Source: an optimization exercise on an open RTL-to-GDS flow (aim: small area, a short achievable clock period and few clock cycles). Production flows keep margins and buffers that such runs may drop. Only simulation tests tie the RTL to the original design; equivalence was not proved. Power and IR drop assume default switching activity.

// ATCONV
module  ATCONV(
	input		clk,
	input		reset,
	output	reg	busy,
	input		ready,
	output reg	[11:0]	iaddr,
	input signed [12:0]	idata,
	output	reg 	cwr,
	output reg	[11:0]	caddr_wr,
	output reg 	[12:0] 	cdata_wr,
	output	reg 	crd,
	output reg	[11:0] 	caddr_rd,
	input 	[12:0] 	cdata_rd,
	output reg 	csel
	);
reg        fin;
reg [3:0]  ph;         
reg [5:0]  B;          
reg        ex;         
reg        dup;        
reg [8:0]  D;          
reg [11:0] Ta, Tb;     
reg [12:0] Va, Vb;     
reg [12:0] Xa, Xb;     
reg        colv;       
reg [10:0] pos;        
reg        ov;         
reg [12:0] RD;         
wire ph0 = ph[0];
wire ph1 = ph[1];
wire ph2 = ph[2];
wire ph3 = ph[3];
wire [5:0] x  = iaddr[5:0];
wire [5:0] n  = {x[0], x[5:1] ^ {5{x[0]}}};
wire       n0 = (x == 6'd0) & ~ex;
wire [5:0] n1 = n + 6'd1;
wire       wrap = (x == 6'd1) & ~dup;
wire [5:0] xn = (ex | wrap) ? 6'd0 : dup ? x : {n1[4:0] ^ {5{n1[5]}}, n1[5]};
wire       dupn = ex | ((x == 6'd62) & ~dup);
wire       cv = !n0 && !((x == 6'd63) && !dup) && !B[5];
wire [5:0] B_n = B + {5'd0, ex};
wire [3:0] q   = B[4:1];
wire       p   = B[0];
wire [3:0] qn  = B_n[4:1];
wire [5:0] rtopn = (qn == 4'd0) ? 6'd0 : {qn - 4'd1, 1'b1, B_n[0]};
wire [5:0] rbot  = (q == 4'd15) ? 6'd63 : {q + 4'd1, 1'b0, p};
wire [4:0]  pq = pos[10:7];
wire        pp = pos[6];
wire [5:0]  o  = pos[5:0];
wire [10:0] pn = pos + 11'd1;
wire [4:0]  co = o[4:0] ^ {5{o[5]}};
wire [4:0]  cn = pn[4:0] ^ {5{pn[5]}};
wire        pool = pp | o[5];
wire [11:0] tw = {3'd0, D};
wire [11:0] t4 = {1'b0, D, 2'b00};
wire [12:0] vw = {3'b111, ~D, 1'b0};
  ...
make LEC_CHECK=0 ABC_CLOCK_PERIOD_IN_PS=2500 CAP_MARGIN=20 CORE_MARGIN=2 CORE_UTILIZATION=40 SETUP_SLACK_MARGIN=5 SLEW_MARGIN=20 finish   # period 8.0 ns
run.sh (not shown) runs the stock make flow with config.mk's settings and CLKGATE_MAP_FILE= SYNTH_SCRIPT=/design/flow/synth_recipe.tcl, a recipe that flattens the netlist after the stock synthesis.
Testbench counts at the start, summed over its fixed seeds: cycles 102,972.
Next try:
==> flow/flow/run.sh (new file) <==
#!/bin/bash
set -euo pipefail
export BUFFER_PORTS_ARGS="-buffer_cell sky130_fd_sc_hd__buf_1"
bash standard.sh SETUP_SLACK_MARGIN=5.7 finish > standard.log 2>&1
==> flow/standard.sh (new file) <==
#!/bin/bash
# synth_recipe.tcl (not shown) runs the flow's synth.tcl, then flattens the netlist and writes it again
# the make line also repeats each setting of config.mk as NAME=value (left out here)
make -C /OpenROAD-flow-scripts/flow DESIGN_CONFIG=/design/flow/config.mk WORK_HOME=/design/flow/orfs CLKGATE_MAP_FILE= SYNTH_SCRIPT=/design/flow/synth_recipe.tcl "${@:-finish}"
CTS_BUF_LIST = sky130_fd_sc_hd__clkbuf_8   (was unset)
removed: flow/run.sh
Result: The new run finished with timing, DRC and antenna clean; wire length goes up by 13%; design area goes up by 12%; sequential share of layout area goes down by 3.0 points; hold slack improved by 0.0099 ns; cell count goes up by 6.8%; sequential cell count does not change; count of clock-buffer cells in the layout stays the same.
Next try:
==> flow/flow/run.sh (replaced) <==
#!/bin/bash
set -euo pipefail
export BUFFER_PORTS_ARGS="-buffer_cell sky130_fd_sc_hd__buf_1"
bash standard.sh SETUP_SLACK_MARGIN=5.3 finish > standard.log 2>&1
Effect:
- The new run produced a clean layout
- clock power shrinks by about 3.4%
- worst setup slack got worse by 0.018 ns
- via count went down by about 7%
- global-route usage fell by 2.4 points
- count of clock-buffer cells in the layout increases by 1
- die area stays the same
- sequential share of layout area increases by 3.6 points
- final area came out lower by about 12%
Next try:
==> flow/flow/run.sh (replaced) <==
#!/bin/bash
# The standard layout, with plain buf_1 cells as the port buffers
# (buffer_ports otherwise picks a delay buffer of twice the area).
set -euo pipefail
export BUFFER_PORTS_ARGS="-buffer_cell sky130_fd_sc_hd__buf_1"
bash standard.sh "$@" > standard.log 2>&1
What happened: Sequential power hardly moves; core utilization went down by 2.0 points; total power came out lower by 4.7%; synthesized cell count does not change; area after synthesis stays the same.
Next try:
==> flow/flow/run.sh (replaced) <==
#!/bin/bash
set -euo pipefail
export BUFFER_PORTS_ARGS="-buffer_cell sky130_fd_sc_hd__buf_1"
bash standard.sh SETUP_SLACK_MARGIN=5.3 finish > standard.log 2>&1
TNS_END_PERCENT = 50   (was unset)
Wire length climbs by 2.6%.
Clock power drops by 12%.
Design area climbs by 5.3%.
Worst setup slack gets better by 0.15 ns.
Count of clock-buffer cells in the layout drops by 1.

==> port drivers added, routing unchanged <==
No port has a modelled driver above. Below, the same layouts with a new extraction and two added sets of constraints. Step 1, drivers: a clkbuf_16 drives clk and a buf_2 each remaining input, both assumed. Step 2 adds t to the input delays and takes it off the output delays; t is the mean of the earliest and latest rising clock arrival at the registers after step 1. Input paths then give back, and output paths get back, about the clock's delay inside the block. Three values: no drivers, after step 1, after step 2; two values: the first two.
run | shift t [ns] | slack for setup (ns) | worst hold slack (ns) | worst setup path after step 2 | pins driven straight from the clock port
the first run | 0.484 | 5.025 / 4.981 / 5.075 | 0.427 / 0.427 / 0.427 | input to register | 1
the second run | 0.507 | 5.330 / 5.289 / 5.330 | 0.437 / 0.437 / 0.437 | register to register | 1
the third run | 0.503 | 5.312 / 5.272 / 5.341 | 0.428 / 0.428 / 0.428 | register to register | 1
the fourth run | 0.506 | 5.107 / 5.107 / 5.107 | 0.431 / 0.431 / 0.431 | register to register | 1
the fifth run | 0.512 | 5.260 / 5.221 / 5.316 | 0.430 / 0.430 / 0.430 | register to register | 1
After both steps every run listed still meets setup and hold.
